Source: an optimization exercise on an open RTL-to-GDS flow (aim: small area and a short achievable clock period). Production flows keep margins and buffers that such runs may drop.

==> job 3902 <==
==> flow/design.v <==
module fft_3_8 #(
 parameter DBW = 8,
 parameter CBW = 3) (
 input                  clk,
 input                  rstx,
 input                  clear,
 input      [  DBW-1:0] din,
 output reg [2*DBW-1:0] dout );
reg [7:0] ph;
always @(posedge clk or negedge rstx)
  if (!rstx)      ph <= 8'd1;
  else if (clear) ph <= 8'd1;
  else            ph <= {ph[6:0], ph[7]};
reg [7:0] din_r, sr1, sr2, sr3, sr4;
wire st1 = ph[5] | ph[6] | ph[7] | ph[0];
wire [7:0] opb = (ph[1] | ph[2]) ? sr2 : din_r;
wire [9:0] sum  = {{2{sr4[7]}}, sr4} + {{2{opb[7]}}, opb} + 10'd1;
wire [9:0] diff = {{2{sr4[7]}}, sr4} - {{2{opb[7]}}, opb} + 10'd1;
wire [7:0] s = sum[8:1];
wire [7:0] d = (!diff[9] && diff[8]) ? 8'h7f : diff[8:1];
always @(posedge clk) begin
  din_r <= din;
  sr1   <= st1 ? s : din_r;
  sr2   <= sr1;
  sr3   <= sr2;
  sr4   <= sr3;
end
reg [7:0] d0, d1, d2, d3;       
reg [7:0] c0, c1, c4, c5;
always @(posedge clk) begin
  if (ph[5]) d0 <= d;
  if (ph[6]) d1 <= d;
  if (ph[7]) d2 <= d;
  if (ph[0]) d3 <= d;
  if (ph[1]) begin c0 <= s; c1 <= d; end
  if (ph[2]) begin c4 <= s; c5 <= d; end
end
wire       tneg = ph[5];
wire [9:0] ta3  = {{2{d1[7]}}, d1} ^ {10{tneg}};
wire [9:0] ta7  = ~{{2{d3[7]}}, d3};
wire [1:0] tk   = tneg ? (2'd2 - d1[0] + d3[0]) : (2'd1 + d1[0] + d3[0]);
wire [9:0] t2   = ta3 + ta7 + {8'd0, tk};
reg  [8:0] t;
always @(posedge clk) t <= t2[9:1];
wire [13:0] tx  = {{5{t[8]}}, t};
wire [13:0] p45 = (tx << 5) + (tx << 3) + (tx << 2) + tx;
reg [13:0] wp1, wp2;
reg [7:0]  wa1, wa5;
reg        we;
always @(posedge clk) begin
  if (ph[5]) begin wp1 <= p45; wa1 <= d0; wa5 <= d2; we <= d3[0]; end
  if (ph[6]) wp2 <= p45;
end
wire rA = ph[6] | ph[7];                
wire rB = ph[0] | ph[1];                
wire cx = ph[2] | ph[3] | ph[4] | ph[5];
wire [15:0] are = ({16{rA}} & {{2{c0[7]}}, c0, 6'd0})
                | ({16{rB}} & {{2{c1[7]}}, c1, 6'd0})
                | ({16{cx}} & {{3{wa1[7]}}, wa1, 5'd0});
wire [15:0] pre = ({16{rA}} & {{2{c4[7]}}, c4, 6'd0})
                | ({16{cx}} & {{2{wp1[13]}}, wp1});
wire nre = ph[7] | ph[3] | ph[4];
wire [7:0] kre = (ph[2] | ph[6] | rB) ? 8'd64
               : ph[5] ? (we ? 8'd19 : 8'd64)
               : ph[4] ? (we ? 8'd110 : 8'd65)
               :         8'd65;
wire [7:0] kre2 = kre + {2'd0, cx & wa1[0], 5'd0};
wire [15:0] vre = are + (pre ^ {16{nre}}) + {8'd0, kre2};
wire [7:0] xre = (!vre[15] && vre[14]) ? 8'h7f : vre[14:7];
wire nai = ph[2] | ph[3];
wire [15:0] aim = {16{cx}} & ({{3{wa5[7]}}, wa5, 5'd0} ^ {16{nai}});
wire [15:0] pim = ({16{rB}} & {{2{c5[7]}}, c5, 6'd0})
                | ({16{cx}} & {{2{wp2[13]}}, wp2});
wire nim = ph[0] | ph[3] | ph[5];
wire [7:0] kim = (ph[6] | ph[7]) ? 8'd0
               : ph[0] ? 8'd65
               : ph[1] ? 8'd64
               : ph[2] ? 8'd65
               : ph[3] ? 8'd66
               : ph[4] ? (we ? 8'd19 : 8'd64)
               :         (we ? 8'd110 : 8'd65);
wire [7:0] kim2 = kim + {2'd0, cx & wa5[0], 5'd0};
wire [15:0] vim = aim + (pim ^ {16{nim}}) + {8'd0, kim2};
wire [7:0] xim = vim[14:7];
always @(posedge clk) dout <= {xim, xre};
endmodule
==> flow/run.sh <==
#!/bin/bash
# synth_recipe.tcl (not shown) runs the flow's synth.tcl, then flattens the netlist and writes it again
# the make line also repeats each setting of config.mk as NAME=value (left out here)
make -C /OpenROAD-flow-scripts/flow DESIGN_CONFIG=/design/flow/config.mk WORK_HOME=/design/flow/orfs CLKGATE_MAP_FILE= SYNTH_SCRIPT=/design/flow/synth_recipe.tcl finish
==> flow/config.mk <==
export PLATFORM = sky130hd
export DESIGN_NAME = fft_3_8
export DESIGN_NICKNAME = fft_3_8
export VERILOG_FILES = /design/flow/design.v
export SDC_FILE = /design/flow/constraint.sdc
export NUM_CORES = 4
export LEC_CHECK = 0
export CAP_MARGIN = 20
export CORE_MARGIN = 2
export CORE_UTILIZATION = 40
export SLEW_MARGIN = 20
==> flow/constraint.sdc <==
create_clock -name core_clock -period 9.5 [get_ports {clk}]
set_input_delay 1.9000 -clock core_clock [delete_from_list [all_inputs] [get_ports {clk}]]
set_output_delay 1.9000 -clock core_clock [all_outputs]
set_load 0.01 [all_outputs]
==> job 3160 (differences from job 3902) <==
==> flow/design.v, changed modules only <==
module fft_3_8 #(
 parameter DBW = 8,
 parameter CBW = 3) (
 input                  clk,
 input                  rstx,
 input                  clear,
 input      [  DBW-1:0] din,
 output reg [2*DBW-1:0] dout );
reg [2:0] cnt;
always @(posedge clk or negedge rstx)
  if (!rstx)      cnt <= 3'd0;
  else if (clear) cnt <= 3'd0;
  else            cnt <= cnt + 3'd1;
wire [2:0] cntn = clear ? 3'd0 : cnt + 3'd1;
wire [7:0] ph  = 8'd1 << cnt;
wire [7:0] phn = 8'd1 << cntn;                       
reg [7:0] din_r, sr1, sr2, sr3, sr4;
wire st1 = ph[5] | ph[6] | ph[7] | ph[0];
reg [7:0] opb;
always @(posedge clk) opb <= (ph[0] | ph[1]) ? sr1 : din;
wire [9:0] sum  = {{2{sr4[7]}}, sr4} + {{2{opb[7]}}, opb} + 10'd1;
wire [9:0] diff = {{2{sr4[7]}}, sr4} - {{2{opb[7]}}, opb} + 10'd1;
wire [7:0] s = sum[8:1];
wire       dsat = (sr4 == 8'h7f) && (opb == 8'h80);
wire [7:0] d = dsat ? 8'h7f : diff[8:1];
always @(posedge clk) begin
  din_r <= din;
  sr1   <= st1 ? s : din_r;
  sr2   <= sr1;
  sr3   <= sr2;
  sr4   <= sr3;
end
reg [7:0] d0, d1, d2, d3;       
reg [7:0] c0, c1, c4, c5;
always @(posedge clk) begin
  if (ph[5]) d0 <= d;
  if (ph[6]) d1 <= d;
  if (ph[7]) d2 <= d;
  if (ph[0]) d3 <= d;
  if (ph[1]) begin c0 <= s; c1 <= d; end
  if (ph[2]) begin c4 <= s; c5 <= d; end
end
reg        tneg;                   
always @(posedge clk) tneg <= phn[5] | phn[6];
wire [9:0] ta3  = {{2{d1[7]}}, d1} ^ {10{tneg}};
wire [9:0] ta7  = ~{{2{d3[7]}}, d3};
wire [1:0] tk   = tneg ? (2'd2 - d1[0] + d3[0]) : (2'd1 + d1[0] + d3[0]);
wire [9:0] t2   = ta3 + ta7 + {8'd0, tk};
reg  [8:0] t;
always @(posedge clk) t <= t2[9:1];
wire [13:0] tx  = {{5{t[8]}}, t};
wire [13:0] q1 = tx << 5, q2 = tx << 3, q3 = tx << 2;
wire [13:0] ps1 = q1 ^ q2 ^ q3;
wire [13:0] pc1 = {(q1[12:0] & q2[12:0]) | (q1[12:0] & q3[12:0]) | (q2[12:0] & q3[12:0]), 1'b0};
wire [13:0] ps2 = ps1 ^ pc1 ^ tx;
wire [13:0] pc2 = {(ps1[12:0] & pc1[12:0]) | (ps1[12:0] & tx[12:0]) | (pc1[12:0] & tx[12:0]), 1'b0};
wire [13:0] p45 = ps2 + pc2;
reg [13:0] wp1, wp2;
reg [7:0]  wa1, wa5;
reg        we;
always @(posedge clk) begin
  if (ph[5]) begin wp1 <= p45; wa1 <= d0; wa5 <= d2; we <= d3[0]; end
  if (ph[6]) wp2 <= p45;
end
reg rA, rB, cx, nre, nim, nai, ken, kep, sat4;
always @(posedge clk or negedge rstx)
  if (!rstx) begin
    rA <= 1'b0; rB <= 1'b1; cx <= 1'b0; nre <= 1'b0; nim <= 1'b0; nai <= 1'b0;
    ken <= 1'b0; kep <= 1'b0;
  end else begin
    rA  <= phn[5] | phn[6];                       
    rB  <= phn[7] | phn[0];                       
    cx  <= phn[1] | phn[2] | phn[3] | phn[4];     
    nre <= phn[6] | phn[2] | phn[3];
    nim <= phn[7] | phn[2] | phn[4];
    nai <= phn[1] | phn[2];
    ken <= phn[3] & we;
    kep <= phn[4] & we;
  end
reg x4s;
always @(posedge clk) if (ph[3]) x4s <= (c0 == 8'h7f) && (c4 == 8'h80);
always @(posedge clk) sat4 <= x4s & phn[7];
wire [15:0] are = ({16{rA}} & {{2{c0[7]}}, c0, 6'd0})
                | ({16{rB}} & {{2{c1[7]}}, c1, 6'd0})
                | ({16{cx}} & {{3{wa1[7]}}, wa1, 5'd0});
wire [15:0] pre = (({16{rA}} & {{2{c4[7]}}, c4, 6'd0})
                |  ({16{cx}} & {{2{wp1[13]}}, wp1})) ^ {16{nre}};
wire [7:0] kre = (ken ? 8'd110 : kep ? 8'd19 : {7'd32, nre})
               + {2'd0, cx & wa1[0], 5'd0};
wire [15:0] aim = {16{cx}} & ({{3{wa5[7]}}, wa5, 5'd0} ^ {16{nai}});
wire [15:0] pim = (({16{rB}} & {{2{c5[7]}}, c5, 6'd0})
                |  ({16{cx}} & {{2{wp2[13]}}, wp2})) ^ {16{nim}};
wire [7:0] kim = (rA ? 8'd0 : ken ? 8'd19 : kep ? 8'd110
                 : 8'd64 + {6'd0, nai & nim, nai ^ nim})
               + {2'd0, cx & wa5[0], 5'd0};
wire [14:0] sre = are[14:0] ^ pre[14:0] ^ {7'd0, kre};
wire [14:0] cre = {(are[13:0] & pre[13:0]) | ((are[13:0] | pre[13:0]) & {6'd0, kre}), 1'b0};
wire [14:0] sim = aim[14:0] ^ pim[14:0] ^ {7'd0, kim};
wire [14:0] cim = {(aim[13:0] & pim[13:0]) | ((aim[13:0] | pim[13:0]) & {6'd0, kim}), 1'b0};
wire [13:0] lre = {1'b0, sre[12:0]} + {1'b0, cre[12:0]};
wire [13:0] lim = {1'b0, sim[12:0]} + {1'b0, cim[12:0]};
reg [5:0] hre_l, him_l;
reg [1:0] hre_s, hre_c, him_s, him_c;
reg       hre_k, him_k;
always @(posedge clk) begin
  hre_l <= lre[12:7]; hre_k <= lre[13]; hre_s <= sre[14:13]; hre_c <= cre[14:13];
  him_l <= lim[12:7]; him_k <= lim[13]; him_s <= sim[14:13]; him_c <= cim[14:13];
end
wire [1:0] tre = hre_s + hre_c + {1'b0, hre_k};
wire [1:0] tim = him_s + him_c + {1'b0, him_k};
wire [7:0] xre = sat4 ? 8'h7f : {tre, hre_l};
wire [7:0] xim = {tim, him_l};
always @(posedge clk) dout <= {xim, xre};
endmodule
==> flow/flow/run.sh (new file) <==
#!/bin/bash
set -euo pipefail
MARGIN=${MARGIN:-6}
sed "s/SETUP_SLACK_MARGIN=[0-9.]*/SETUP_SLACK_MARGIN=$MARGIN/" standard.sh > margin_flow.sh
bash margin_flow.sh > margin_flow.log 2>&1
==> flow/standard.sh (new file) <==
#!/bin/bash
# synth_recipe.tcl (not shown) runs the flow's synth.tcl, then flattens the netlist and writes it again
# the make line also repeats each setting of config.mk as NAME=value (left out here)
make -C /OpenROAD-flow-scripts/flow DESIGN_CONFIG=/design/flow/config.mk WORK_HOME=/design/flow/orfs CLKGATE_MAP_FILE= SYNTH_SCRIPT=/design/flow/synth_recipe.tcl "${@:-finish}"
--- a/flow/config.mk
+++ b/flow/config.mk
@@ -8,4 +8,7 @@
 export CAP_MARGIN = 20
 export CORE_MARGIN = 2
 export CORE_UTILIZATION = 40
+export CTS_CLUSTER_DIAMETER = 100
+export CTS_CLUSTER_SIZE = 30
+export SETUP_SLACK_MARGIN = 5
 export SLEW_MARGIN = 20
removed: flow/run.sh
==> run notes <==
metric	job 3160	job 3902
Run status	complete, no violations	complete, no violations
Post-Layout Cell Count	1202	1139
Routed met2 length	8.82 mm	8.19 mm
Vertical extent of the die	165 um	158 um
Arrival time at the worst endpoint	3.63 ns	5.29 ns
Bufs w/o clock	33	32
Destination of the worst hold path	sr4[4]	sr4[1]
Register fraction of the total cell area	48.3%	44.6%
Terminus of the critical flop-to-flop path	t[8]	dout[6]
Sum of routed wire length over all layers	18.3 mm	17.8 mm
Post-route cell area	11400 um^2	10700 um^2
Ratio of cells with drive above 1 in the final layout	7.57%	8.05%
Fraction of cell area in non-clock buffers	2.78%	2.85%
Max_slew headroom	38.7%	41.1%
Global-route usage over all layers	13.7%	15.4%
Met3 WL	745 um	531 um
Post-synthesis share of cell area spent on xor and xnor gates	7.51%	6.65%
CP Max Fanout	10	37
Clock buffer count from CTS	11	17
Deepest level of the CTS H-tree	1	4
No functional check of the RTL was part of any run of this note.

-- afterwards: timing with drivers on the ports --
How much do the figures lean on ideal ports? The routed layouts below were timed once more, with nothing changed but the port constraints.
Step 1 (the two cells are an assumption about what drives the block):
set clk [get_ports {clk}]
set_driving_cell -lib_cell sky130_fd_sc_hd__clkbuf_16 $clk
set_driving_cell -lib_cell sky130_fd_sc_hd__buf_2 [delete_from_list [all_inputs] $clk]
Step 2 moves the port delays by t, midway between the first and last clock arrival at a register: inputs arrive t later, outputs are due t later. That takes back most of the time a late clock gives input paths.
a / b / c = ideal ports / drivers / drivers and shift; a / b = the first two.
run	t, ns	setup WS [ns]	worst setup path after step 2
job 3902	0.485	4.520 / 4.520 / 4.520	register to register
job 3160	0.496	6.267 / 6.246 / 6.267	register to register
After both steps setup and hold are still met in every run listed.
